Background: an optimization exercise with open tools, aiming at small area, a short achievable clock period and few clock cycles. Do not read the settings as production practice.
Function was not checked in any run shown here: the RTL went through the layout flow alone.

==> flow/design.v (outline; a module is shown in full before it is edited, if it fits) <==
// module aoc_div_step: 21 lines
// module aoc_day2: 1210 lines
module aoc_day2 (
    input         clock,
    input         reset,
    input  [63:0] data_value,
    input         data_valid,
    output        data_ready,
    output        result_valid,
    output [63:0] result_value
);
  // ...
==> flow/run.sh <==
#!/bin/bash
# synth_recipe.tcl (not shown) runs the flow's synth.tcl, then flattens the netlist and writes it again
# the make line also repeats each setting of config.mk as NAME=value (left out here)
make -C /OpenROAD-flow-scripts/flow DESIGN_CONFIG=/design/flow/config.mk WORK_HOME=/design/flow/orfs CLKGATE_MAP_FILE= SYNTH_SCRIPT=/design/flow/synth_recipe.tcl finish
==> flow/config.mk <==
export PLATFORM = sky130hd
export DESIGN_NAME = aoc_day2
export DESIGN_NICKNAME = aoc_day2
export VERILOG_FILES = /design/flow/design.v
export SDC_FILE = /design/flow/constraint.sdc
export NUM_CORES = 4
export LEC_CHECK = 0
export CAP_MARGIN = 20
export CORE_MARGIN = 2
export CORE_UTILIZATION = 40
export GPL_TIMING_DRIVEN = 0
export SLEW_MARGIN = 20
==> flow/constraint.sdc <==
create_clock -name core_clock -period 5.0 [get_ports {clock}]
set_input_delay 1.0000 -clock core_clock [delete_from_list [all_inputs] [get_ports {clock}]]
set_output_delay 1.0000 -clock core_clock [all_outputs]
set_load 0.01 [all_outputs]
==> results.txt, run 1 <==
CTS tree done; met2 Use GR a little over a third; worst-skew pair later-pin latency between 0.6 and 0.7 ns; Routed wire per std cell approximately 16 um; Main synth FF type dfxtp_1; inverter count 540; via count between 30000 and 40000; PnR worst setup slack ~0.12 ns; leading cell type in the layout, fill and taps excluded dfxtp_1; Post-synth top cells dfxtp_1 (623), inv_1 (529), ha_1 (412), a21oi_1 (363), nor2_1 (347); area of the mapped netlist approximately 0.045 sq mm; All-Layer GR Usage between 10% and 20%; Signal buf overhead ~5.9%; Non-Filler Instances 6914; drt pass-1 iters 5; GR met1 Demand/Resource around 24%; status finished clean; family with the most delay on the worst path compound AO/OA/AOI/OAI gates; dpl cells between 6000 and 7000; FF+latch count roughly 620; Crit. Startpoint div[7].cut.dg_q[0]$_DFF_P_; final wirelength ~110000 um; Worst Path Arrival ~5.4 ns; Reg2Reg Depth 27; Final Setup Violations 0; Multi-In Gates 3716; clock buffers between 80 and 90; clock sink total 623; I/O pins about 130; count of plain and timing-repair buffers in the layout 412; Final Hold Violating Endpoints 0; WHS Path Cells 0; Setup WS pre-CTS -1.193 ns; H-Tree Level Count 3; post_cts resized 271; Hold EP div[1].cut.n_q[14]$_DFF_P_; critical path endpoint div[9].cut.rem_q[4]$_DFF_P_; DR WL met3 between 4000 and 5000 um; Max Freq 205.1 MHz; Final Instance Area 0.05353 sq mm; Syn-to-layout area delta 17.82%; met2 routed WL 55760 um
==> run 2: changes to the inputs <==
--- a/flow/design.v
+++ b/flow/design.v
@@ -1,172 +1,361 @@
-module aoc_div_step (
-    input  [12:0] t,
-    input  [11:0] dv,
-    output        fits,
-    output [11:0] r
-);
-    wire [12:0] b  = {1'b1, ~dv};
-    wire [12:0] p  = t ^ b;
-    wire [12:0] gx = {t[12:1] & b[12:1], t[0] | b[0]};
-    wire [12:0] g1 = {gx[12], gx[11] | (p[11] & gx[10]), gx[10], gx[9] | (p[9] & gx[8]), gx[8], gx[7] | (p[7] & gx[6]), gx[6], gx[5] | (p[5] & gx[4]), gx[4], gx[3] | (p[3] & gx[2]), gx[2], gx[1] | (p[1] & gx[0]), gx[0]};
-    wire [12:0] p1 = {p[12], p[11] & p[10], p[10], p[9] & p[8], p[8], p[7] & p[6], p[6], p[5] & p[4], p[4], p[3] & p[2], p[2], p[1] & p[0], p[0]};
-    wire [12:0] g2 = {g1[12], g1[11] | (p1[11] & g1[9]), g1[10] | (p1[10] & g1[9]), g1[9], g1[8], g1[7] | (p1[7] & g1[5]), g1[6] | (p1[6] & g1[5]), g1[5], g1[4], g1[3] | (p1[3] & g1[1]), g1[2] | (p1[2] & g1[1]), g1[1], g1[0]};
-    wire [12:0] p2 = {p1[12], p1[11] & p1[9], p1[10] & p1[9], p1[9], p1[8], p1[7] & p1[5], p1[6] & p1[5], p1[5], p1[4], p1[3] & p1[1], p1[2] & p1[1], p1[1], p1[0]};
-    wire [12:0] g3 = {g2[12] | (p2[12] & g2[11]), g2[11], g2[10], g2[9], g2[8], g2[7] | (p2[7] & g2[3]), g2[6] | (p2[6] & g2[3]), g2[5] | (p2[5] & g2[3]), g2[4] | (p2[4] & g2[3]), g2[3], g2[2], g2[1], g2[0]};
-    wire [12:0] p3 = {p2[12] & p2[11], p2[11], p2[10], p2[9], p2[8], p2[7] & p2[3], p2[6] & p2[3], p2[5] & p2[3], p2[4] & p2[3], p2[3], p2[2], p2[1], p2[0]};
-    wire [12:0] g4 = {g3[12] | (p3[12] & g3[7]), g3[11] | (p3[11] & g3[7]), g3[10] | (p3[10] & g3[7]), g3[9] | (p3[9] & g3[7]), g3[8] | (p3[8] & g3[7]), g3[7], g3[6], g3[5], g3[4], g3[3], g3[2], g3[1], g3[0]};
-    wire [12:0] p4 = {p3[12] & p3[7], p3[11] & p3[7], p3[10] & p3[7], p3[9] & p3[7], p3[8] & p3[7], p3[7], p3[6], p3[5], p3[4], p3[3], p3[2], p3[1], p3[0]};
-    wire [13:0] c = {g4, 1'b1};
-    assign fits = c[13];
-    assign r = fits ? (p[11:0] ^ c[11:0]) : t[11:0];
-endmodule
 module aoc_day2 (
     input         clock,
     input         reset,
     input  [63:0] data_value,
     input         data_valid,
     output        data_ready,
     output        result_valid,
     output [63:0] result_value
 );
-    localparam [16:0] CUT = 17'b01010101010101010;
     reg ready_q;
     reg phase;           
     always @(posedge clock) begin
         if (reset) begin
             ready_q <= 1'b0;
             phase   <= 1'b0;
         end else begin
             ready_q <= 1'b1;
             if (data_valid && ready_q) phase <= ~phase;
         end
     end
     assign data_ready = ready_q;
-    wire [33:0] a_n = data_value[33:0];
-    wire [9:0] ge;
-    assign ge[0] = a_n >= 34'd10;
-    assign ge[1] = a_n >= 34'd100;
-    assign ge[2] = a_n >= 34'd1000;
-    assign ge[3] = a_n >= 34'd10000;
-    assign ge[4] = a_n >= 34'd100000;
-    assign ge[5] = a_n >= 34'd1000000;
-    assign ge[6] = a_n >= 34'd10000000;
-    assign ge[7] = a_n >= 34'd100000000;
-    assign ge[8] = a_n >= 34'd1000000000;
-    assign ge[9] = a_n >= 34'd10000000000;
-    wire [3:0] a_dg = ge[9] ? 4'd10 : ge[8] ? 4'd9 : ge[7] ? 4'd8 :
-                      ge[6] ? 4'd7 : ge[5] ? 4'd6 : ge[4] ? 4'd5 :
-                      ge[3] ? 4'd4 : ge[2] ? 4'd3 : ge[1] ? 4'd2 :
-                      ge[0] ? 4'd1 : 4'd0;
-    wire [28:0] a_sh = ge[8] ? a_n[33:5] : ge[6] ? a_n[32:4] :
-                       ge[4] ? a_n[31:3] : ge[2] ? a_n[30:2] : a_n[29:1];
-    reg        b_v, b_e;
-    reg [3:0]  b_dg;
-    reg [28:0] b_sh;
-    reg [4:0]  b_lo;
-    always @(posedge clock) begin
-        b_v  <= ~reset & data_valid & ready_q;
-        b_e  <= phase;
-        b_dg <= a_dg;
-        b_sh <= a_sh;
-        b_lo <= a_n[4:0];
-    end
-    function [11:0] divisor_of;
-        input [3:0] dg;
-        divisor_of = (dg <= 4'd2) ? 12'd5 :
-                     (dg <= 4'd4) ? 12'd25 :
-                     (dg <= 4'd6) ? 12'd125 :
-                     (dg <= 4'd8) ? 12'd625 : 12'd3125;
+    function [3:0] add3;
+        input [3:0] x;
+        add3 = {x[3] | (x[2] & x[0]) | (x[2] & x[1]),
+                (x[3] & x[0]) | (x[2] & ~x[1] & ~x[0]),
+                (x[3] & ~x[0]) | (~x[2] & x[1]) | (x[1] & x[0]),
+                (~x[3] & ~x[2] & x[0]) | (x[2] & x[1] & ~x[0]) | (x[3] & ~x[0])};
     endfunction
-    wire        s_v   [0:17];
-    wire        s_e   [0:17];
-    wire [3:0]  s_dg  [0:17];
-    wire [4:0]  s_lo  [0:17];
-    wire [28:0] s_n   [0:17];
-    wire [11:0] s_rem [0:17];
-    wire [16:0] s_quo [0:17];
-    assign s_v[0]   = b_v;
-    assign s_e[0]   = b_e;
-    assign s_dg[0]  = b_dg;
-    assign s_lo[0]  = b_lo;
-    assign s_n[0]   = b_sh;
-    assign s_rem[0] = b_sh[28:17];
-    assign s_quo[0] = 17'd0;
-    genvar s;
-    generate
-        for (s = 0; s < 17; s = s + 1) begin : div
-            wire [11:0] dv = divisor_of(s_dg[s]);
-            wire        fits;
-            wire [11:0] rem_o;
-            aoc_div_step step (
-                .t    ({s_rem[s], s_n[s][16 - s]}),
-                .dv   (dv),
-                .fits (fits),
-                .r    (rem_o)
-            );
-            wire [16:0] quo_o = s_quo[s] | ({16'd0, fits} << (16 - s));
-            if (CUT[s]) begin : cut
-                reg        v_q, e_q;
-                reg [3:0]  dg_q;
-                reg [4:0]  lo_q;
-                reg [28:0] n_q;
-                reg [11:0] rem_q;
-                reg [16:0] quo_q;
-                always @(posedge clock) begin
-                    v_q   <= ~reset & s_v[s];
-                    e_q   <= s_e[s];
-                    dg_q  <= s_dg[s];
-                    lo_q  <= s_lo[s];
-                    n_q   <= s_n[s];
-                    rem_q <= rem_o;
-                    quo_q <= quo_o;
-                end
-                assign s_v[s+1]   = v_q;
-                assign s_e[s+1]   = e_q;
-                assign s_dg[s+1]  = dg_q;
-                assign s_lo[s+1]  = lo_q;
-                assign s_n[s+1]   = n_q;
-                assign s_rem[s+1] = rem_q;
-                assign s_quo[s+1] = quo_q;
-            end else begin : pass
-                assign s_v[s+1]   = s_v[s];
-                assign s_e[s+1]   = s_e[s];
-                assign s_dg[s+1]  = s_dg[s];
-                assign s_lo[s+1]  = s_lo[s];
-                assign s_n[s+1]   = s_n[s];
-                assign s_rem[s+1] = rem_o;
-                assign s_quo[s+1] = quo_o;
-            end
-        end
-    endgenerate
-    wire [3:0]  z_dg = s_dg[17];
-    wire [11:0] z_r  = s_rem[17];
-    wire [4:0]  z_lo = s_lo[17];
-    reg  [16:0] z_l;
-    always @* begin
-        case (z_dg)
-            4'd0, 4'd1, 4'd2:  z_l = {4'd0, z_r, z_lo[0]};
-            4'd3, 4'd4:        z_l = {3'd0, z_r, z_lo[1:0]};
-            4'd5, 4'd6:        z_l = {2'd0, z_r, z_lo[2:0]};
-            4'd7, 4'd8:        z_l = {1'd0, z_r, z_lo[3:0]};
-            default:           z_l = {z_r, z_lo[4:0]};
-        endcase
+    wire [33:0] a_n = data_value[33:0];
+    wire a_v = ~reset & data_valid & ready_q;
+    wire a_e = phase;
+    wire [3:0] dd1 = add3({1'b0, a_n[33], a_n[32], a_n[31]});
+    wire [3:0] dd2 = add3({dd1[2], dd1[1], dd1[0], a_n[30]});
+    wire [3:0] dd3 = add3({dd2[2], dd2[1], dd2[0], a_n[29]});
+    wire [3:0] dd4 = add3({dd3[2], dd3[1], dd3[0], a_n[28]});
+    wire [3:0] dd5 = add3({1'b0, dd1[3], dd2[3], dd3[3]});
+    wire [3:0] dd6 = add3({dd4[2], dd4[1], dd4[0], a_n[27]});
+    wire [3:0] dd7 = add3({dd5[2], dd5[1], dd5[0], dd4[3]});
+    wire [3:0] dd8 = add3({dd6[2], dd6[1], dd6[0], a_n[26]});
+    wire [3:0] dd9 = add3({dd7[2], dd7[1], dd7[0], dd6[3]});
+    wire [3:0] dd10 = add3({dd8[2], dd8[1], dd8[0], a_n[25]});
+    wire [3:0] dd11 = add3({dd9[2], dd9[1], dd9[0], dd8[3]});
+    wire [3:0] dd12 = add3({1'b0, dd5[3], dd7[3], dd9[3]});
+    reg [12:0] c1_bcd;
+    reg [23:0] c1_n;
+    reg c1_e, c1_v;
+    always @(posedge clock) begin
+        c1_bcd <= {dd12[3], dd12[2], dd12[1], dd12[0], dd11[3], dd11[2], dd11[1], dd11[0], dd10[3], dd10[2], dd10[1], dd10[0], a_n[24]};
+        c1_n <= a_n[23:0];
+        c1_e <= a_e;
+        c1_v <= ~reset & a_v;
+    end
+    wire [3:0] dd13 = add3({c1_bcd[3], c1_bcd[2], c1_bcd[1], c1_bcd[0]});
+    wire [3:0] dd14 = add3({c1_bcd[7], c1_bcd[6], c1_bcd[5], c1_bcd[4]});
+    wire [3:0] dd15 = add3({c1_bcd[11], c1_bcd[10], c1_bcd[9], c1_bcd[8]});
+    wire [3:0] dd16 = add3({dd13[2], dd13[1], dd13[0], c1_n[23]});
+    wire [3:0] dd17 = add3({dd14[2], dd14[1], dd14[0], dd13[3]});
+    wire [3:0] dd18 = add3({dd15[2], dd15[1], dd15[0], dd14[3]});
+    wire [3:0] dd19 = add3({dd16[2], dd16[1], dd16[0], c1_n[22]});
+    wire [3:0] dd20 = add3({dd17[2], dd17[1], dd17[0], dd16[3]});
+    wire [3:0] dd21 = add3({dd18[2], dd18[1], dd18[0], dd17[3]});
+    wire [3:0] dd22 = add3({dd19[2], dd19[1], dd19[0], c1_n[21]});
+    wire [3:0] dd23 = add3({dd20[2], dd20[1], dd20[0], dd19[3]});
+    wire [3:0] dd24 = add3({dd21[2], dd21[1], dd21[0], dd20[3]});
+    wire [3:0] dd25 = add3({c1_bcd[12], dd15[3], dd18[3], dd21[3]});
+    wire [3:0] dd26 = add3({dd22[2], dd22[1], dd22[0], c1_n[20]});
+    wire [3:0] dd27 = add3({dd23[2], dd23[1], dd23[0], dd22[3]});
+    wire [3:0] dd28 = add3({dd24[2], dd24[1], dd24[0], dd23[3]});
+    wire [3:0] dd29 = add3({dd25[2], dd25[1], dd25[0], dd24[3]});
+    wire [3:0] dd30 = add3({dd26[2], dd26[1], dd26[0], c1_n[19]});
+    wire [3:0] dd31 = add3({dd27[2], dd27[1], dd27[0], dd26[3]});
+    wire [3:0] dd32 = add3({dd28[2], dd28[1], dd28[0], dd27[3]});
+    wire [3:0] dd33 = add3({dd29[2], dd29[1], dd29[0], dd28[3]});
+    wire [3:0] dd34 = add3({dd30[2], dd30[1], dd30[0], c1_n[18]});
+    wire [3:0] dd35 = add3({dd31[2], dd31[1], dd31[0], dd30[3]});
+    wire [3:0] dd36 = add3({dd32[2], dd32[1], dd32[0], dd31[3]});
+    wire [3:0] dd37 = add3({dd33[2], dd33[1], dd33[0], dd32[3]});
+    wire [3:0] dd38 = add3({1'b0, dd25[3], dd29[3], dd33[3]});
+    wire [3:0] dd39 = add3({dd34[2], dd34[1], dd34[0], c1_n[17]});
+    wire [3:0] dd40 = add3({dd35[2], dd35[1], dd35[0], dd34[3]});
+    wire [3:0] dd41 = add3({dd36[2], dd36[1], dd36[0], dd35[3]});
+    wire [3:0] dd42 = add3({dd37[2], dd37[1], dd37[0], dd36[3]});
+    wire [3:0] dd43 = add3({dd38[2], dd38[1], dd38[0], dd37[3]});
+    wire [3:0] dd44 = add3({dd39[2], dd39[1], dd39[0], c1_n[16]});
+    wire [3:0] dd45 = add3({dd40[2], dd40[1], dd40[0], dd39[3]});
+    wire [3:0] dd46 = add3({dd41[2], dd41[1], dd41[0], dd40[3]});
+    wire [3:0] dd47 = add3({dd42[2], dd42[1], dd42[0], dd41[3]});
+    wire [3:0] dd48 = add3({dd43[2], dd43[1], dd43[0], dd42[3]});
+    wire [3:0] dd49 = add3({dd44[2], dd44[1], dd44[0], c1_n[15]});
+    wire [3:0] dd50 = add3({dd45[2], dd45[1], dd45[0], dd44[3]});
+    wire [3:0] dd51 = add3({dd46[2], dd46[1], dd46[0], dd45[3]});
+    wire [3:0] dd52 = add3({dd47[2], dd47[1], dd47[0], dd46[3]});
+    wire [3:0] dd53 = add3({dd48[2], dd48[1], dd48[0], dd47[3]});
+    wire [3:0] dd54 = add3({1'b0, dd38[3], dd43[3], dd48[3]});
+    reg [24:0] c2_bcd;
+    reg [13:0] c2_n;
+    reg c2_e, c2_v;
+    always @(posedge clock) begin
+        c2_bcd <= {dd54[3], dd54[2], dd54[1], dd54[0], dd53[3], dd53[2], dd53[1], dd53[0], dd52[3], dd52[2], dd52[1], dd52[0], dd51[3], dd51[2], dd51[1], dd51[0], dd50[3], dd50[2], dd50[1], dd50[0], dd49[3], dd49[2], dd49[1], dd49[0], c1_n[14]};
+        c2_n <= c1_n[13:0];
+        c2_e <= c1_e;
+        c2_v <= ~reset & c1_v;
+    end
+    wire [3:0] dd55 = add3({c2_bcd[3], c2_bcd[2], c2_bcd[1], c2_bcd[0]});
+    wire [3:0] dd56 = add3({c2_bcd[7], c2_bcd[6], c2_bcd[5], c2_bcd[4]});
+    wire [3:0] dd57 = add3({c2_bcd[11], c2_bcd[10], c2_bcd[9], c2_bcd[8]});
+    wire [3:0] dd58 = add3({c2_bcd[15], c2_bcd[14], c2_bcd[13], c2_bcd[12]});
+    wire [3:0] dd59 = add3({c2_bcd[19], c2_bcd[18], c2_bcd[17], c2_bcd[16]});
+    wire [3:0] dd60 = add3({c2_bcd[23], c2_bcd[22], c2_bcd[21], c2_bcd[20]});
+    wire [3:0] dd61 = add3({dd55[2], dd55[1], dd55[0], c2_n[13]});
+    wire [3:0] dd62 = add3({dd56[2], dd56[1], dd56[0], dd55[3]});
+    wire [3:0] dd63 = add3({dd57[2], dd57[1], dd57[0], dd56[3]});
+    wire [3:0] dd64 = add3({dd58[2], dd58[1], dd58[0], dd57[3]});
+    wire [3:0] dd65 = add3({dd59[2], dd59[1], dd59[0], dd58[3]});
+    wire [3:0] dd66 = add3({dd60[2], dd60[1], dd60[0], dd59[3]});
+    wire [3:0] dd67 = add3({dd61[2], dd61[1], dd61[0], c2_n[12]});
+    wire [3:0] dd68 = add3({dd62[2], dd62[1], dd62[0], dd61[3]});
+    wire [3:0] dd69 = add3({dd63[2], dd63[1], dd63[0], dd62[3]});
+    wire [3:0] dd70 = add3({dd64[2], dd64[1], dd64[0], dd63[3]});
+    wire [3:0] dd71 = add3({dd65[2], dd65[1], dd65[0], dd64[3]});
+    wire [3:0] dd72 = add3({dd66[2], dd66[1], dd66[0], dd65[3]});
+    wire [3:0] dd73 = add3({dd67[2], dd67[1], dd67[0], c2_n[11]});
+    wire [3:0] dd74 = add3({dd68[2], dd68[1], dd68[0], dd67[3]});
+    wire [3:0] dd75 = add3({dd69[2], dd69[1], dd69[0], dd68[3]});
+    wire [3:0] dd76 = add3({dd70[2], dd70[1], dd70[0], dd69[3]});
+    wire [3:0] dd77 = add3({dd71[2], dd71[1], dd71[0], dd70[3]});
+    wire [3:0] dd78 = add3({dd72[2], dd72[1], dd72[0], dd71[3]});
+    wire [3:0] dd79 = add3({c2_bcd[24], dd60[3], dd66[3], dd72[3]});
+    wire [3:0] dd80 = add3({dd73[2], dd73[1], dd73[0], c2_n[10]});
+    wire [3:0] dd81 = add3({dd74[2], dd74[1], dd74[0], dd73[3]});
+    wire [3:0] dd82 = add3({dd75[2], dd75[1], dd75[0], dd74[3]});
+    wire [3:0] dd83 = add3({dd76[2], dd76[1], dd76[0], dd75[3]});
+    wire [3:0] dd84 = add3({dd77[2], dd77[1], dd77[0], dd76[3]});
+    wire [3:0] dd85 = add3({dd78[2], dd78[1], dd78[0], dd77[3]});
+    wire [3:0] dd86 = add3({dd79[2], dd79[1], dd79[0], dd78[3]});
+    wire [3:0] dd87 = add3({dd80[2], dd80[1], dd80[0], c2_n[9]});
+    wire [3:0] dd88 = add3({dd81[2], dd81[1], dd81[0], dd80[3]});
+    wire [3:0] dd89 = add3({dd82[2], dd82[1], dd82[0], dd81[3]});
+    wire [3:0] dd90 = add3({dd83[2], dd83[1], dd83[0], dd82[3]});
+    wire [3:0] dd91 = add3({dd84[2], dd84[1], dd84[0], dd83[3]});
+    wire [3:0] dd92 = add3({dd85[2], dd85[1], dd85[0], dd84[3]});
+    wire [3:0] dd93 = add3({dd86[2], dd86[1], dd86[0], dd85[3]});
+    wire [3:0] dd94 = add3({dd87[2], dd87[1], dd87[0], c2_n[8]});
+    wire [3:0] dd95 = add3({dd88[2], dd88[1], dd88[0], dd87[3]});
+    wire [3:0] dd96 = add3({dd89[2], dd89[1], dd89[0], dd88[3]});
+    wire [3:0] dd97 = add3({dd90[2], dd90[1], dd90[0], dd89[3]});
+    wire [3:0] dd98 = add3({dd91[2], dd91[1], dd91[0], dd90[3]});
+    wire [3:0] dd99 = add3({dd92[2], dd92[1], dd92[0], dd91[3]});
+    wire [3:0] dd100 = add3({dd93[2], dd93[1], dd93[0], dd92[3]});
+    wire [3:0] dd101 = add3({1'b0, dd79[3], dd86[3], dd93[3]});
+    wire [3:0] dd102 = add3({dd94[2], dd94[1], dd94[0], c2_n[7]});
+    wire [3:0] dd103 = add3({dd95[2], dd95[1], dd95[0], dd94[3]});
+    wire [3:0] dd104 = add3({dd96[2], dd96[1], dd96[0], dd95[3]});
+    wire [3:0] dd105 = add3({dd97[2], dd97[1], dd97[0], dd96[3]});
+    wire [3:0] dd106 = add3({dd98[2], dd98[1], dd98[0], dd97[3]});
+    wire [3:0] dd107 = add3({dd99[2], dd99[1], dd99[0], dd98[3]});
+    wire [3:0] dd108 = add3({dd100[2], dd100[1], dd100[0], dd99[3]});
+    wire [3:0] dd109 = add3({dd101[2], dd101[1], dd101[0], dd100[3]});
+    wire [3:0] dd110 = add3({dd102[2], dd102[1], dd102[0], c2_n[6]});
+    wire [3:0] dd111 = add3({dd103[2], dd103[1], dd103[0], dd102[3]});
+    wire [3:0] dd112 = add3({dd104[2], dd104[1], dd104[0], dd103[3]});
+    wire [3:0] dd113 = add3({dd105[2], dd105[1], dd105[0], dd104[3]});
+    wire [3:0] dd114 = add3({dd106[2], dd106[1], dd106[0], dd105[3]});
+    wire [3:0] dd115 = add3({dd107[2], dd107[1], dd107[0], dd106[3]});
+    wire [3:0] dd116 = add3({dd108[2], dd108[1], dd108[0], dd107[3]});
+    wire [3:0] dd117 = add3({dd109[2], dd109[1], dd109[0], dd108[3]});
+    wire [3:0] dd118 = add3({dd110[2], dd110[1], dd110[0], c2_n[5]});
+    wire [3:0] dd119 = add3({dd111[2], dd111[1], dd111[0], dd110[3]});
+    wire [3:0] dd120 = add3({dd112[2], dd112[1], dd112[0], dd111[3]});
+    wire [3:0] dd121 = add3({dd113[2], dd113[1], dd113[0], dd112[3]});
+    wire [3:0] dd122 = add3({dd114[2], dd114[1], dd114[0], dd113[3]});
+    wire [3:0] dd123 = add3({dd115[2], dd115[1], dd115[0], dd114[3]});
+    wire [3:0] dd124 = add3({dd116[2], dd116[1], dd116[0], dd115[3]});
+    wire [3:0] dd125 = add3({dd117[2], dd117[1], dd117[0], dd116[3]});
+    wire [3:0] dd126 = add3({1'b0, dd101[3], dd109[3], dd117[3]});
+    reg [36:0] c3_bcd;
+    reg [3:0] c3_n;
+    reg c3_e, c3_v;
+    always @(posedge clock) begin
+        c3_bcd <= {dd126[3], dd126[2], dd126[1], dd126[0], dd125[3], dd125[2], dd125[1], dd125[0], dd124[3], dd124[2], dd124[1], dd124[0], dd123[3], dd123[2], dd123[1], dd123[0], dd122[3], dd122[2], dd122[1], dd122[0], dd121[3], dd121[2], dd121[1], dd121[0], dd120[3], dd120[2], dd120[1], dd120[0], dd119[3], dd119[2], dd119[1], dd119[0], dd118[3], dd118[2], dd118[1], dd118[0], c2_n[4]};
+        c3_n <= c2_n[3:0];
+        c3_e <= c2_e;
+        c3_v <= ~reset & c2_v;
+    end
+    wire [3:0] dd127 = add3({c3_bcd[3], c3_bcd[2], c3_bcd[1], c3_bcd[0]});
+    wire [3:0] dd128 = add3({c3_bcd[7], c3_bcd[6], c3_bcd[5], c3_bcd[4]});
+    wire [3:0] dd129 = add3({c3_bcd[11], c3_bcd[10], c3_bcd[9], c3_bcd[8]});
+    wire [3:0] dd130 = add3({c3_bcd[15], c3_bcd[14], c3_bcd[13], c3_bcd[12]});
+    wire [3:0] dd131 = add3({c3_bcd[19], c3_bcd[18], c3_bcd[17], c3_bcd[16]});
+    wire [3:0] dd132 = add3({c3_bcd[23], c3_bcd[22], c3_bcd[21], c3_bcd[20]});
+    wire [3:0] dd133 = add3({c3_bcd[27], c3_bcd[26], c3_bcd[25], c3_bcd[24]});
+    wire [3:0] dd134 = add3({c3_bcd[31], c3_bcd[30], c3_bcd[29], c3_bcd[28]});
+    wire [3:0] dd135 = add3({c3_bcd[35], c3_bcd[34], c3_bcd[33], c3_bcd[32]});
+    wire [3:0] dd136 = add3({dd127[2], dd127[1], dd127[0], c3_n[3]});
+    wire [3:0] dd137 = add3({dd128[2], dd128[1], dd128[0], dd127[3]});
+    wire [3:0] dd138 = add3({dd129[2], dd129[1], dd129[0], dd128[3]});
+    wire [3:0] dd139 = add3({dd130[2], dd130[1], dd130[0], dd129[3]});
+    wire [3:0] dd140 = add3({dd131[2], dd131[1], dd131[0], dd130[3]});
+    wire [3:0] dd141 = add3({dd132[2], dd132[1], dd132[0], dd131[3]});
+    wire [3:0] dd142 = add3({dd133[2], dd133[1], dd133[0], dd132[3]});
+    wire [3:0] dd143 = add3({dd134[2], dd134[1], dd134[0], dd133[3]});
+    wire [3:0] dd144 = add3({dd135[2], dd135[1], dd135[0], dd134[3]});
+    wire [3:0] dd145 = add3({dd136[2], dd136[1], dd136[0], c3_n[2]});
+    wire [3:0] dd146 = add3({dd137[2], dd137[1], dd137[0], dd136[3]});
+    wire [3:0] dd147 = add3({dd138[2], dd138[1], dd138[0], dd137[3]});
+    wire [3:0] dd148 = add3({dd139[2], dd139[1], dd139[0], dd138[3]});
+    wire [3:0] dd149 = add3({dd140[2], dd140[1], dd140[0], dd139[3]});
+    wire [3:0] dd150 = add3({dd141[2], dd141[1], dd141[0], dd140[3]});
+    wire [3:0] dd151 = add3({dd142[2], dd142[1], dd142[0], dd141[3]});
+    wire [3:0] dd152 = add3({dd143[2], dd143[1], dd143[0], dd142[3]});
+    wire [3:0] dd153 = add3({dd144[2], dd144[1], dd144[0], dd143[3]});
+    wire [3:0] dd154 = add3({dd145[2], dd145[1], dd145[0], c3_n[1]});
+    wire [3:0] dd155 = add3({dd146[2], dd146[1], dd146[0], dd145[3]});
+    wire [3:0] dd156 = add3({dd147[2], dd147[1], dd147[0], dd146[3]});
+    wire [3:0] dd157 = add3({dd148[2], dd148[1], dd148[0], dd147[3]});
+    wire [3:0] dd158 = add3({dd149[2], dd149[1], dd149[0], dd148[3]});
+    wire [3:0] dd159 = add3({dd150[2], dd150[1], dd150[0], dd149[3]});
+    wire [3:0] dd160 = add3({dd151[2], dd151[1], dd151[0], dd150[3]});
+    wire [3:0] dd161 = add3({dd152[2], dd152[1], dd152[0], dd151[3]});
+    wire [3:0] dd162 = add3({dd153[2], dd153[1], dd153[0], dd152[3]});
+    wire [3:0] dd163 = add3({c3_bcd[36], dd135[3], dd144[3], dd153[3]});
+    wire [3:0] z_d0 = {dd154[2], dd154[1], dd154[0], c3_n[0]};
+    wire [3:0] z_d1 = {dd155[2], dd155[1], dd155[0], dd154[3]};
+    wire [3:0] z_d2 = {dd156[2], dd156[1], dd156[0], dd155[3]};
+    wire [3:0] z_d3 = {dd157[2], dd157[1], dd157[0], dd156[3]};
+    wire [3:0] z_d4 = {dd158[2], dd158[1], dd158[0], dd157[3]};
+    wire [3:0] z_d5 = {dd159[2], dd159[1], dd159[0], dd158[3]};
+    wire [3:0] z_d6 = {dd160[2], dd160[1], dd160[0], dd159[3]};
+    wire [3:0] z_d7 = {dd161[2], dd161[1], dd161[0], dd160[3]};
+    wire [3:0] z_d8 = {dd162[2], dd162[1], dd162[0], dd161[3]};
+    wire [3:0] z_d9 = {dd163[2], dd163[1], dd163[0], dd162[3]};
+    wire [3:0] z_d10 = {1'b0, 1'b0, 1'b0, dd163[3]};
+    wire [3:0] z_dg = (z_d10 != 4'd0) ? 4'd10 : (z_d9 != 4'd0) ? 4'd9 : (z_d8 != 4'd0) ? 4'd8 : (z_d7 != 4'd0) ? 4'd7 : (z_d6 != 4'd0) ? 4'd6 : (z_d5 != 4'd0) ? 4'd5 : (z_d4 != 4'd0) ? 4'd4 : (z_d3 != 4'd0) ? 4'd3 : (z_d2 != 4'd0) ? 4'd2 : (z_d1 != 4'd0) ? 4'd1 : 4'd0;
+    wire [2:0] z_k = (z_dg + 4'd1) >> 1;
+    wire z_even = z_dg[0];
+    wire [19:0] z_h = (z_k == 3'd1) ? {16'd0, {z_d1}} : (z_k == 3'd2) ? {12'd0, {z_d3, z_d2}} : (z_k == 3'd3) ? {8'd0, {z_d5, z_d4, z_d3}} : (z_k == 3'd4) ? {4'd0, {z_d7, z_d6, z_d5, z_d4}} : {z_d9, z_d8, z_d7, z_d6, z_d5};
+    wire [19:0] z_l = (z_k == 3'd1) ? {16'd0, {z_d0}} : (z_k == 3'd2) ? {12'd0, {z_d1, z_d0}} : (z_k == 3'd3) ? {8'd0, {z_d2, z_d1, z_d0}} : (z_k == 3'd4) ? {4'd0, {z_d3, z_d2, z_d1, z_d0}} : {z_d4, z_d3, z_d2, z_d1, z_d0};
+    wire z_b = c3_e ? (z_l < z_h) : (z_l <= z_h);
+    reg        y_v, y_e, y_b, y_even;
+    reg [3:0]  y_dg;
+    reg [19:0] y_h;
+    always @(posedge clock) begin
+        y_v    <= ~reset & c3_v;
+        y_e    <= c3_e;
+        y_dg   <= z_dg;
+        y_h    <= z_h;
+        y_b    <= z_b;
+        y_even <= z_even;
     end
-    wire z_even = z_dg[0];                   
-    wire z_b = s_e[17] ? (z_l < s_quo[17]) : (z_l <= s_quo[17]);
+    wire hbs1004 = y_h[7] ^ y_h[9];
+    wire hbc1005 = y_h[7] & y_h[9];
+    wire hbs1006 = y_h[10] ^ y_h[9];
+    wire hbc1007 = y_h[10] & y_h[9];
+    wire hbs1008 = y_h[11] ^ y_h[10] ^ y_h[15];
+    wire hbc1009 = (y_h[11] & y_h[10]) | (y_h[11] & y_h[15]) | (y_h[10] & y_h[15]);
+    wire hbs1010 = y_h[11] ^ y_h[15] ^ y_h[14];
+    wire hbc1011 = (y_h[11] & y_h[15]) | (y_h[11] & y_h[14]) | (y_h[15] & y_h[14]);
+    wire hbs1012 = y_h[15] ^ y_h[14];
+    wire hbc1013 = y_h[15] & y_h[14];
+    wire hbs1014 = y_h[3] ^ y_h[6];
+    wire hbc1015 = y_h[3] & y_h[6];
+    wire hbs1016 = y_h[7] ^ y_h[5] ^ y_h[10];
+    wire hbc1017 = (y_h[7] & y_h[5]) | (y_h[7] & y_h[10]) | (y_h[5] & y_h[10]);
+    wire hbs1018 = y_h[6] ^ y_h[11] ^ y_h[8];
+    wire hbc1019 = (y_h[6] & y_h[11]) | (y_h[6] & y_h[8]) | (y_h[11] & y_h[8]);
+    wire hbs1020 = y_h[14] ^ y_h[12];
+    wire hbc1021 = y_h[14] & y_h[12];
+    wire hbs1022 = hbs1004 ^ y_h[8] ^ y_h[15];
+    wire hbc1023 = (hbs1004 & y_h[8]) | (hbs1004 & y_h[15]) | (y_h[8] & y_h[15]);
+    wire hbs1024 = y_h[13] ^ y_h[12] ^ y_h[18];
+    wire hbc1025 = (y_h[13] & y_h[12]) | (y_h[13] & y_h[18]) | (y_h[12] & y_h[18]);
+    wire hbs1026 = hbc1005 ^ hbs1006 ^ y_h[14];
+    wire hbc1027 = (hbc1005 & hbs1006) | (hbc1005 & y_h[14]) | (hbs1006 & y_h[14]);
+    wire hbs1028 = y_h[13] ^ y_h[12] ^ y_h[19];
+    wire hbc1029 = (y_h[13] & y_h[12]) | (y_h[13] & y_h[19]) | (y_h[12] & y_h[19]);
+    wire hbs1030 = hbc1007 ^ hbs1008 ^ y_h[14];
+    wire hbc1031 = (hbc1007 & hbs1008) | (hbc1007 & y_h[14]) | (hbs1008 & y_h[14]);
+    wire hbs1032 = y_h[13] ^ y_h[12] ^ y_h[16];
+    wire hbc1033 = (y_h[13] & y_h[12]) | (y_h[13] & y_h[16]) | (y_h[12] & y_h[16]);
+    wire hbs1034 = hbc1009 ^ hbs1010 ^ y_h[13];
+    wire hbc1035 = (hbc1009 & hbs1010) | (hbc1009 & y_h[13]) | (hbs1010 & y_h[13]);
+    wire hbs1036 = y_h[12] ^ y_h[17] ^ y_h[16];
+    wire hbc1037 = (y_h[12] & y_h[17]) | (y_h[12] & y_h[16]) | (y_h[17] & y_h[16]);
+    wire hbs1038 = hbc1011 ^ hbs1012 ^ y_h[13];
+    wire hbc1039 = (hbc1011 & hbs1012) | (hbc1011 & y_h[13]) | (hbs1012 & y_h[13]);
+    wire hbs1040 = y_h[18] ^ y_h[17] ^ y_h[16];
+    wire hbc1041 = (y_h[18] & y_h[17]) | (y_h[18] & y_h[16]) | (y_h[17] & y_h[16]);
+    wire hbs1042 = hbc1013 ^ y_h[15] ^ y_h[14];
+    wire hbc1043 = (hbc1013 & y_h[15]) | (hbc1013 & y_h[14]) | (y_h[15] & y_h[14]);
+    wire hbs1044 = y_h[19] ^ y_h[18] ^ y_h[17];
+    wire hbc1045 = (y_h[19] & y_h[18]) | (y_h[19] & y_h[17]) | (y_h[18] & y_h[17]);
+    wire hbs1046 = y_h[15] ^ y_h[19];
+    wire hbc1047 = y_h[15] & y_h[19];
+    wire hbs1048 = hbs1014 ^ y_h[4];
+    wire hbc1049 = hbs1014 & y_h[4];
+    wire hbs1050 = hbc1015 ^ hbs1016 ^ y_h[13];
+    wire hbc1051 = (hbc1015 & hbs1016) | (hbc1015 & y_h[13]) | (hbs1016 & y_h[13]);
+    wire hbs1052 = hbc1017 ^ hbs1018 ^ hbs1020;
+    wire hbc1053 = (hbc1017 & hbs1018) | (hbc1017 & hbs1020) | (hbs1018 & hbs1020);
+    wire hbs1054 = hbc1019 ^ hbc1021 ^ hbs1022;
+    wire hbc1055 = (hbc1019 & hbc1021) | (hbc1019 & hbs1022) | (hbc1021 & hbs1022);
+    wire hbs1056 = hbc1023 ^ hbc1025 ^ hbs1026;
+    wire hbc1057 = (hbc1023 & hbc1025) | (hbc1023 & hbs1026) | (hbc1025 & hbs1026);
+    wire hbs1058 = hbc1027 ^ hbc1029 ^ hbs1030;
+    wire hbc1059 = (hbc1027 & hbc1029) | (hbc1027 & hbs1030) | (hbc1029 & hbs1030);
+    wire hbs1060 = hbc1031 ^ hbc1033 ^ hbs1034;
+    wire hbc1061 = (hbc1031 & hbc1033) | (hbc1031 & hbs1034) | (hbc1033 & hbs1034);
+    wire hbs1062 = hbc1035 ^ hbc1037 ^ hbs1038;
+    wire hbc1063 = (hbc1035 & hbc1037) | (hbc1035 & hbs1038) | (hbc1037 & hbs1038);
+    wire hbs1064 = hbc1039 ^ hbc1041 ^ hbs1042;
+    wire hbc1065 = (hbc1039 & hbc1041) | (hbc1039 & hbs1042) | (hbc1041 & hbs1042);
+    wire hbs1066 = hbc1043 ^ hbc1045 ^ hbs1046;
+    wire hbc1067 = (hbc1043 & hbc1045) | (hbc1043 & hbs1046) | (hbc1045 & hbs1046);
+    wire hbs1068 = hbc1047 ^ y_h[19];
+    wire hbc1069 = hbc1047 & y_h[19];
+    wire hbs1070 = y_h[2] ^ y_h[5];
+    wire hbc1071 = y_h[2] & y_h[5];
+    wire hbs1072 = hbs1048 ^ y_h[9] ^ y_h[12];
+    wire hbc1073 = (hbs1048 & y_h[9]) | (hbs1048 & y_h[12]) | (y_h[9] & y_h[12]);
+    wire hbs1074 = hbc1049 ^ hbs1050 ^ y_h[16];
+    wire hbc1075 = (hbc1049 & hbs1050) | (hbc1049 & y_h[16]) | (hbs1050 & y_h[16]);
+    wire hbs1076 = hbc1051 ^ hbs1052 ^ y_h[17];
+    wire hbc1077 = (hbc1051 & hbs1052) | (hbc1051 & y_h[17]) | (hbs1052 & y_h[17]);
+    wire hbs1078 = hbc1053 ^ hbs1054 ^ hbs1024;
+    wire hbc1079 = (hbc1053 & hbs1054) | (hbc1053 & hbs1024) | (hbs1054 & hbs1024);
+    wire hbs1080 = hbc1055 ^ hbs1056 ^ hbs1028;
+    wire hbc1081 = (hbc1055 & hbs1056) | (hbc1055 & hbs1028) | (hbs1056 & hbs1028);
+    wire hbs1082 = hbc1057 ^ hbs1058 ^ hbs1032;
+    wire hbc1083 = (hbc1057 & hbs1058) | (hbc1057 & hbs1032) | (hbs1058 & hbs1032);
+    wire hbs1084 = hbc1059 ^ hbs1060 ^ hbs1036;
+    wire hbc1085 = (hbc1059 & hbs1060) | (hbc1059 & hbs1036) | (hbs1060 & hbs1036);
+    wire hbs1086 = hbc1061 ^ hbs1062 ^ hbs1040;
+    wire hbc1087 = (hbc1061 & hbs1062) | (hbc1061 & hbs1040) | (hbs1062 & hbs1040);
+    wire hbs1088 = hbc1063 ^ hbs1064 ^ hbs1044;
+    wire hbc1089 = (hbc1063 & hbs1064) | (hbc1063 & hbs1044) | (hbs1064 & hbs1044);
+    wire hbs1090 = hbc1065 ^ hbs1066 ^ y_h[18];
+    wire hbc1091 = (hbc1065 & hbs1066) | (hbc1065 & y_h[18]) | (hbs1066 & y_h[18]);
+    wire hbs1092 = hbc1067 ^ hbs1068 ^ y_h[16];
+    wire hbc1093 = (hbc1067 & hbs1068) | (hbc1067 & y_h[16]) | (hbs1068 & y_h[16]);
+    wire hbs1094 = hbc1069 ^ y_h[17];
+    wire hbc1095 = hbc1069 & y_h[17];
+    wire [16:0] hbra1096 = {y_h[19], hbc1095, hbc1093, hbc1091, hbc1089, hbc1087, hbc1085, hbc1083, hbc1081, hbc1079, hbc1077, hbc1075, hbc1073, hbc1071, hbs1070, y_h[1], y_h[0]};
+    wire [16:0] hbrb1097 = {1'b0, y_h[18], hbs1094, hbs1092, hbs1090, hbs1088, hbs1086, hbs1084, hbs1082, hbs1080, hbs1078, hbs1076, hbs1074, hbs1072, y_h[8], y_h[4], 1'b0};
+    wire [16:0] z_hb = hbra1096 + hbrb1097;
     reg        q_v, q_e, q_b;
     reg [3:0]  q_dg;
     reg [16:0] q_h;
     always @(posedge clock) begin
-        q_v  <= ~reset & s_v[17];
-        q_e  <= s_e[17];
-        q_dg <= z_dg;
-        q_h  <= z_even ? s_quo[17] : 17'd0;
-        q_b  <= z_even & z_b;
+        q_v  <= ~reset & y_v;
+        q_e  <= y_e;
+        q_dg <= y_dg;
+        q_h  <= y_even ? z_hb : 17'd0;
+        q_b  <= y_even & y_b;
     end
     wire pp1 = q_h[0] & q_h[1];
     wire pp2 = q_h[0] & q_h[2];
     wire pp3 = q_h[0] & q_h[3];
     wire pp4 = q_h[0] & q_h[4];
     wire pp5 = q_h[0] & q_h[5];
     wire pp6 = q_h[0] & q_h[6];
     wire pp7 = q_h[0] & q_h[7];
==> flow/config.mk (replaced) <==
export PLATFORM = sky130hd
export DESIGN_NAME = aoc_day2
export DESIGN_NICKNAME = aoc_day2
export VERILOG_FILES = /design/flow/design.v
export SDC_FILE = /design/flow/constraint.sdc
export NUM_CORES = 4
export LEC_CHECK = 0
export ABC_AREA = 1
export CAP_MARGIN = 20
export CORE_MARGIN = 2
export CORE_UTILIZATION = 40
export SLEW_MARGIN = 20
==> run 2 against run 1 <==
Hold slack improved by 0.0040 ns. Critical path type unchanged. Synthesized area rose by 0.99%. Die area rose by 0.98%. Still clean. Clock skew rose by 0.0016 ns.
==> results.txt, run 2 <==
Synth top area share a little under a fifth; HPWL Detailed 91850 um; Top reg by flops total; Worst Path Arrival 5.35 ns (-0.05 ns); All-Layer GR Usage 18.69% (-0.52 points); Syn. warnings 1; Chip Width between 300 and 400 um; max reg flops 64; global placer's final weighted congestion 0.9100; H-Tree Level Count 2 (-1); Mapped Nets ~7800; largest net degree at the start of global routing 69; biggest area consumer among synthesized cells dfxtp_1; drt pass-1 iters 5 (unchanged); CTS tree done; Post-CTS Hold Fix Bufs 0; max-cap viol count 0; Avg Inst Size Synth ~6.4 sq um; unrepaired setup endpoints after global routing true; startpoint types flip-flop; most used cell, CP inv_1; Hold Crit Class reg2reg; core box area ~0.11 sq mm; number of cell rows 124; CP max-delay cell fa_1; CP endpoint kind flip-flop; via count 43650 (+21%); Post-synth top cells nand2_1 (1827), inv_1 (1398), nor2_1 (636), nand3_1 (578), dfxtp_1 (413); total CTS buffers 51; layout cells sized above 1 a little under an eighth; initial core utilization slightly above 40%; grt total ovfl 0; Largest regs total x64, v_g x50, u_u x40; cell with the most instances after synthesis nand2_1; sequential-to-total area share from yosys stat approximately 18%; Synth area leaders dfxtp_1 (18%), nand2_1 (15%), fa_1 (13%); I/O pins 133 (unchanged); Post-route DRC 0; first-pass GRT wire length about 190000 um; critical path type reg2reg; number of global-route vias before repair between 40000 and 50000; PnR worst setup slack 0.2090 ns (+0.08549 ns); maximum clock insertion buffer count 3; Worst slew margin approximately 46%; Port Buf Inserts between 100 and 150; initial antenna violation count 0; Yosys reg bits approximately 410; CP Data Required Time 5.56 ns; Crit Path Max Fanout 5; worst-margin pin slew roughly 0.80 ns; Main synth FF type dfxtp_1; Max Freq 208.7 MHz (+1.8%); Clock Root Buffer clkbuf_16; crit-path max cell delay 0.57 ns; status finished clean; Routed wire per std cell 12.32 um (-24%); Syn-to-layout area delta 15.11%; leading cell type in the layout, fill and taps excluded nand2_1; vias per cell slightly below 5; antenna-violating nets left 0; DR iter-0 viols between 2000 and 2500; WHS between 0.3 and 0.4 ns; Final #Nets a little over 8000; skew final roughly 0.03 ns; crit-path cells buf_4, nand2_1, inv_1, fa_1, inv_1, fa_1, inv_1, fa_1, inv_1, fa_1, inv_1, ha_1, a21oi_1, nor2_1, nor2_1, o221ai_1, a221oi_2, o21ai_1, buf_4, a31oi_1, xor2_1; EDFF count, synth 0; Unique masters post-synth 61; worst-skew pair later-pin latency 0.64 ns (about the same); period utilization 95.82%; commonest cells after routing, fill and taps aside nand2_1 (1802), inv_1 (1392), nor2_1 (619); ys async rst share 0%; final wirelength 111100 um (-1.2%); clock-pin slew on the worst setup and hold paths about 0.060 ns; Final Max Slew Viols 0; Final Setup Violations 0 (unchanged); Final Hold Violating Endpoints 0 (unchanged); final worst path period need around 4.8 ns; area of the mapped netlist 0.04589 sq mm (+0.99%); Mapped Cells 7162; Ant. Diodes 0; clock sink total 413 (-34%); die area 0.1174 sq mm; Setup WS pre-CTS -0.4032 ns (+0.7894 ns); DIE HEIGHT between 300 and 400 um
[run 2: worst paths after layout]
kind | to | slack, ns | cells after the start | from
max | s_t[29]$_DFF_P_ | 0.21 | 21 | q_h[2]$_SDFF_PN0_
min | c3_n[3]$_DFF_P_ | 0.32 | 0 | c2_n[3]$_DFF_P_
max reg2reg | s_t[29]$_DFF_P_ | 0.21 | 21 | q_h[2]$_SDFF_PN0_
min reg2reg | c3_n[3]$_DFF_P_ | 0.32 | 0 | c2_n[3]$_DFF_P_
[run 2: worst max-delay path, delay by kind of cell, from the launching register on]
family | cells | cell delay, ns
fa+ha+maj | 5 | 2.50
xor+xnor | 1 | 0.19
simple gates | 3 | 0.23
flops | 1 | 0.31
buf+inv | 7 | 0.60
compound gates | 5 | 0.86
[run 2: kinds of logic after synthesis]
group,count (synthesis),share of synthesized area (%)
buffers and inverters,1583,12.97
AO/OA/AOI/OAI,981,12.24
XOR/XNOR,243,4.679
adder cells (fa/ha/maj),565,20.20
flip-flops,413,18.02
AND/OR/NAND/NOR,3377,31.90
[run 2: final cells by class]
| cell class | count | area [sq um] |
|---|---|---|
| Clock inverter | 34 | 456.7 |
| Clock buffer | 62 | 1378 |
| Timing Repair Buffer | 345 | 2950 |
| Inverter | 1490 | 5593 |
| Fill cell | 11830 | 61210 |
| Sequential cell | 413 | 8303 |
| Multi-Input combinational cell | 5168 | 32250 |
| Tap cell | 1512 | 1892 |
[run 2: layer usage]
metal	global-route usage [%]	wire length (um)	vias up
met5	0	0	-
met4	3.929	1948	0
met3	1.900	4185	104
met2	32.12	51610	632
met1	25.29	53400	19910
li1	-	-	23000
[run 2: what timing repair did]
| item | in CTS | in global routing |
|---|---|---|
| gates cloned | 0 | 2 |
| setup endpoints to repair | 18 | 36 |
| setup buffers | 5 | 9 |
| gates resized for setup | 20 | 183 |
| pin swaps | 4 | 40 |
[run 2: stage by stage]
step,std cells,TNS [ns],util (%),instance area [sq um]
floorplan,7162,0,-,45890
global placement,8912,-2.853,44.06,50240
detailed placement,8912,-3.724,44.06,50240
CTS,9013,-0.01719,45.74,52150
global route,9024,-0.2291,46.32,52820
finish,9024,0,46.32,52820

-- re-timing with driven ports --
The results above use ideal ports. As a check the final layouts listed here were re-extracted and re-timed, cells and wires unchanged. Step 1 sets driving cells, clkbuf_16 on the clock port and buf_2 on the other inputs (assumed; they add their load-dependent delay and slew). Step 2 adds t to the input delays and takes it off the output delays; t is the mean of the earliest and latest rising clock arrival at the registers after step 1. Input paths then give back, and output paths get back, about the clock's delay inside the block. Three values: ideal ports, drivers, drivers and shift; two values: the first two.
| run | t, ns | setup WS [ns] | worst slew at a driven data input, ns |
|---|---|---|---|
| run 1 | 0.688 | 0.124 / 0.124 / 0.124 | 0.04 |
| run 2 | 0.696 | 0.209 / 0.209 / 0.209 | 0.06 |
After both steps setup and hold are still met in every run listed.
